Context: an optimization exercise on an open-source flow, tuned for small area and a short achievable clock period. The choices shown serve that exercise and are no tape-out recipe.
No functional check of the RTL was part of any run shown here.

==> flow/design.v (outline; a module is shown in full before it is edited, if it fits) <==
// module HarmonicMean: 57 lines
// module hm_divrow: 694 lines
// module hm_mul16lo: 418 lines
module HarmonicMean (
    input wire clk,
    input wire reset,
    input wire [15:0] data1,
    input wire [15:0] data2,
    input wire [15:0] data3,
    input wire [15:0] data4,
    input wire data_valid1,
    input wire data_valid2,
    input wire data_valid3,
    input wire data_valid4,
    output wire [15:0] harmonic_mean,
    output reg data_ready
);
  // ...
==> flow/run.sh <==
#!/bin/bash
# synth_recipe.tcl (not shown) runs the flow's synth.tcl, then flattens the netlist and writes it again
# the make line also repeats each setting of config.mk as NAME=value (left out here)
make -C /OpenROAD-flow-scripts/flow DESIGN_CONFIG=/design/flow/config.mk WORK_HOME=/design/flow/orfs CLKGATE_MAP_FILE= SYNTH_SCRIPT=/design/flow/synth_recipe.tcl finish
==> flow/config.mk <==
export PLATFORM = sky130hd
export DESIGN_NAME = HarmonicMean
export DESIGN_NICKNAME = HarmonicMean
export VERILOG_FILES = /design/flow/design.v
export SDC_FILE = /design/flow/constraint.sdc
export NUM_CORES = 4
export LEC_CHECK = 0
export ABC_AREA = 1
export CAP_MARGIN = 70
export CORE_MARGIN = 2
export CORE_UTILIZATION = 40
export SLEW_MARGIN = 70
==> flow/constraint.sdc <==
create_clock -name core_clock -period 56.0 [get_ports {clk}]
set_input_delay 11.2000 -clock core_clock [delete_from_list [all_inputs] [get_ports {clk}]]
set_output_delay 11.2000 -clock core_clock [all_outputs]
set_load 0.01 [all_outputs]
==> results.ini, run 1 <==
[clocking]
numCtsBuffers = 5
path_clk_slew_ps = 60
cts_buffer_depth = 2
postCtsHoldBufs = 0

[critical_path]
startpoint = den_q[0]
timing.rr.start = den_q[8]
worstSetupEndpoint = harmonic_mean[0]

[layout]
fin_util_pct = 43.9
layout_commonest_cell = nand2_1
nNetsFinal = 3280
final_cell_area_sq_mm = 0.0210
area_growth_pct = 8.54

[synthesis]
postSynthCellCount = 2665
synth_common_cells = nand2_1 (822), inv_1 (590), fa_1 (348)
yosysTopAreaCell = fa_1
synth-simple-area-share_pct = 23.9
synth_edf_count = 0
yosys.area.top_type_share_pct = 36.0
synth_area_per_cell_sq_um = 7.25

[hold_path]
min_to = rem_q[0]

[drt]
firstDrtPassIters = 5

[grt]
grt_pass1_wl_um = 89300

[placement]
placed_area_sq_mm = 0.0208

[timing]
final.setup.tns_ps = 0

[floorplan]
die_h_um = 224
start_util_pct = 40.5
die_x_um = 224

[run_status]
status = finished clean

==> run 2, diff against run 1 <==
--- a/flow/config.mk
+++ b/flow/config.mk
@@ -6,7 +6,7 @@
 export NUM_CORES = 4
 export LEC_CHECK = 0
 export ABC_AREA = 1
-export CAP_MARGIN = 70
+export CAP_MARGIN = 20
 export CORE_MARGIN = 2
 export CORE_UTILIZATION = 40
-export SLEW_MARGIN = 70
+export SLEW_MARGIN = 20
==> results.ini, run 2 <==
[run_status]
status = finished clean  ; unchanged

[clocking]
cts-root-buf = clkbuf_16  ; unchanged
cts_buffer_depth = 2  ; unchanged
cts_resized = 0  ; unchanged
cts.sinks = 40  ; unchanged
cts_tree = yes  ; unchanged
h-tree-depth = 2  ; unchanged
numCtsBuffers = 5  ; unchanged
postCtsHoldBufs = 0  ; unchanged
path_clk_slew_ps = 70  ; was 60 ps
clkLatencyLatePin_ps = 280  ; about the same
post-cts-setup-buffers = 0  ; unchanged

[layout]
nNetsFinal = 3278  ; was 3280
final_cell_mix = nand2_1 (822), inv_1 (589), fa_1 (348), ha_1 (153), nand3_1 (122)  ; was nand2_1 (821), inv_1 (587), fa_1 (347), ha_1 (144), nand3_1 (121)
drive_above_1_share_pct = 3.77  ; was 5.98%
layout_commonest_cell = nand2_1  ; unchanged
diodes = 0  ; unchanged
reg_top3 = den_q: 16 flops, rem_q: 16 flops, qhi_q: 7 flops  ; unchanged
area_growth_pct = 8.53  ; was 8.54%
final_cells = 3323  ; was 3325

[drt]
routed.top_layer = met4  ; unchanged
via_per_inst = 5.03  ; was 5.04
drt_first_iter_violations = 981  ; was 1002
wl_met1_um = 23400  ; was 23500 um
wl_met3_um = 2770  ; was 2820 um
ant_nets = 0  ; unchanged
drc = 0  ; unchanged
vias = 16717  ; was 16.8k
wire_per_inst_um = 16.1  ; was 16.2 um
firstDrtPassIters = 8  ; was 5
routed_wl_um = 53600  ; was 53800 um
routed-wl-met2_um = 26100  ; was 26000 um

[critical_path]
end_kind = output port  ; unchanged
worstSetupPathType = register to output port  ; unchanged
critPathMaxStageDelay_ps = 930  ; was 650 ps
cp.arrival_ps = 21730  ; was 21040 ps
critPathRequiredTime_ps = 44800  ; about the same
start_kind = register  ; unchanged
cp_common_cell = nand2_1  ; unchanged
cp_slowest_cell = dfrtp_1  ; was dfstp_2
worst-path-max-fanout = 25  ; unchanged

[placement]
place_congestion = 0.884  ; unchanged
dp_cells = 3315  ; was 3316
hpwl_um = 44200  ; about the same
io_buffers = 86  ; unchanged

[synthesis]
syn_nets = 3236  ; unchanged
synth_ff_type = dfrtp_1  ; unchanged
ys_async_sr_fraction_pct = 100  ; unchanged
synth_area_per_cell_sq_um = 7.25  ; unchanged
yosys_warnings = 1  ; unchanged
yosys.area.top_type_share_pct = 36.0  ; unchanged
postSynthCellCount = 2665  ; unchanged
synth_cell_types = 55  ; unchanged
synth_area_leaders = fa_1 (36%), nand2_1 (16%), inv_1 (11%), ha_1 (9.9%), dfrtp_1 (5.0%)  ; unchanged
yosys.cell_count.top_type = nand2_1  ; unchanged
yosysTopAreaCell = fa_1  ; unchanged
seq_area_frac_synth_pct = 5.19  ; unchanged
synth_edf_count = 0  ; unchanged
syn_area_sq_mm = 0.0193  ; unchanged
synth_common_cells = nand2_1 (822), inv_1 (590), fa_1 (348)  ; unchanged
synth-seq-cells = 40  ; unchanged

[timing]
fin_crit_sh_pct = 58.8  ; was 57.6%
skew_ps = 0  ; unchanged
finalHoldViolCount = 0  ; unchanged
tightestPinTransition_ps = 1050  ; was 440 ps
rsz0062_at_grt = no  ; unchanged
setup_viol = 0  ; unchanged
final.setup.tns_ps = 0  ; unchanged
fin_crit_ps = 32930  ; was 32240 ps
fmax_mhz = 30.4  ; was 31.0 MHz
drv_slew = 0  ; unchanged
slew_headroom_pct = 29.5  ; was 70.5%

[grt]
grt_pass1_wl_um = 89600  ; was 89300 um
grt_overflow = 0  ; unchanged
grt_pass1_vias = 17519  ; was 17.6k
grt_use_total_pct = 22.3  ; about the same
grt_max_degree = 42  ; unchanged
antenna_found_initial = 0  ; unchanged

[floorplan]
io_pins = 87  ; unchanged
core_sq_mm = 0.0477  ; unchanged
die_x_um = 224  ; unchanged
dieArea_sq_mm = 0.0501  ; unchanged
num_rows = 80  ; unchanged
start_util_pct = 40.5  ; unchanged
die_h_um = 224  ; unchanged

[job]
maxCapViolCount = 0  ; unchanged

[hold_path]
hold_path_class = register to register  ; unchanged

## run 2: cell counts after synthesis
Identical to the previous run, type by type.
## run 2: path summary, 6_finish.rpt
path / depth (start not counted) / startpoint / slack (ps) / to
max: 123 / den_q[2] / 23070 / harmonic_mean[0]
min: 2 / rem_q[0] / 490 / rem_q[0]
max reg2reg: 3 / den_q[8] / 54720 / den_q[8]
min reg2reg: 2 / rem_q[0] / 490 / rem_q[0]
max in group asynchronous: 3 / reset / 44300 / den_q[0]
min in group asynchronous: 3 / reset / 11320 / data_ready
## run 2: kinds of logic (layout without fill, tap and decap cells)
group	Yosys count	count (layout)	share of synthesized area (%)
xor gates and xnor gates	90	90	4.08
buffers and inverters	676	719	13.5
and+or+nand+nor	1127	1127	23.9
muxes	6	6	0.395
adders and majority gates	501	501	45.9
DFF	40	40	5.19
AOI/OAI and AO/OA	225	225	6.98
## run 2: metal layers
layer | GRT usage [%] | up-vias
met3 | 1.84 | 84
met5 | 0 | -
met2 | 39.7 | 483
met4 | 5.61 | 0
li1 | - | 8046
met1 | 29.3 | 8104
## run 2: layout make-up
cell class	instances	area, sq um
fillers	4818	26800
multi-input cells	1949	15700
inverters	598	2240
repair buffers	113	1060
flip-flops and latches	40	1000
well taps	615	769
clock buffers	5	125
clock inverters	3	42.5
## run 2: per-stage QoR
stage | setup WS (ps) | hold slack [ps] | cell area [sq um] | utilization [%]
global placement | 23710 | 477 | 20800 | 43.6
floorplan | 26910 | 453 | 19300 | -
global route | 20590 | 530 | 21000 | 43.9
CTS | 22960 | 494 | 21000 | 43.9
finish | 23070 | 490 | 21000 | 43.9
detailed placement | 23300 | 478 | 20800 | 43.6
## run 2: worst max-delay path: cells and delay by family (launching register included)
| kind | cells | cell delay [ps] |
|---|---|---|
| compound gates | 43 | 7480 |
| fa+ha+maj | 10 | 3290 |
| buf+inv | 16 | 3280 |
| flops | 1 | 930 |
| mux | 1 | 240 |
| simple gates | 53 | 6180 |

==> separate check: timing with driven ports <==
The flow's constraints put no driver on any port. The routed layouts listed below were extracted and timed again, unchanged, in two steps. Step 1 (the two cells are an assumption about what drives the block):
set clk [get_ports {clk}]
set_driving_cell -lib_cell sky130_fd_sc_hd__clkbuf_16 $clk
set_driving_cell -lib_cell sky130_fd_sc_hd__buf_2 [delete_from_list [all_inputs] $clk]
Step 2 moves the port delays by t, midway between the first and last clock arrival at a register: inputs arrive t later, outputs are due t later. That takes back most of the time a late clock gives input paths. Slacks: ideal ports / drivers / drivers and shift; pairs: ideal ports / drivers.
| run | t (ns) | slack for setup (ns) | worst setup path after step 2 | worst register clock-pin slew, ns | worst slew at a driven data input, ns |
|---|---|---|---|---|---|
| run 1 | 0.322 | 23.764 / 23.728 / 24.049 | register to output | 0.06 / 0.06 | 0.04 |
| run 2 | 0.325 | 23.069 / 23.032 / 23.357 | register to output | 0.07 / 0.07 | 0.04 |
After both steps every run listed still meets setup and hold.
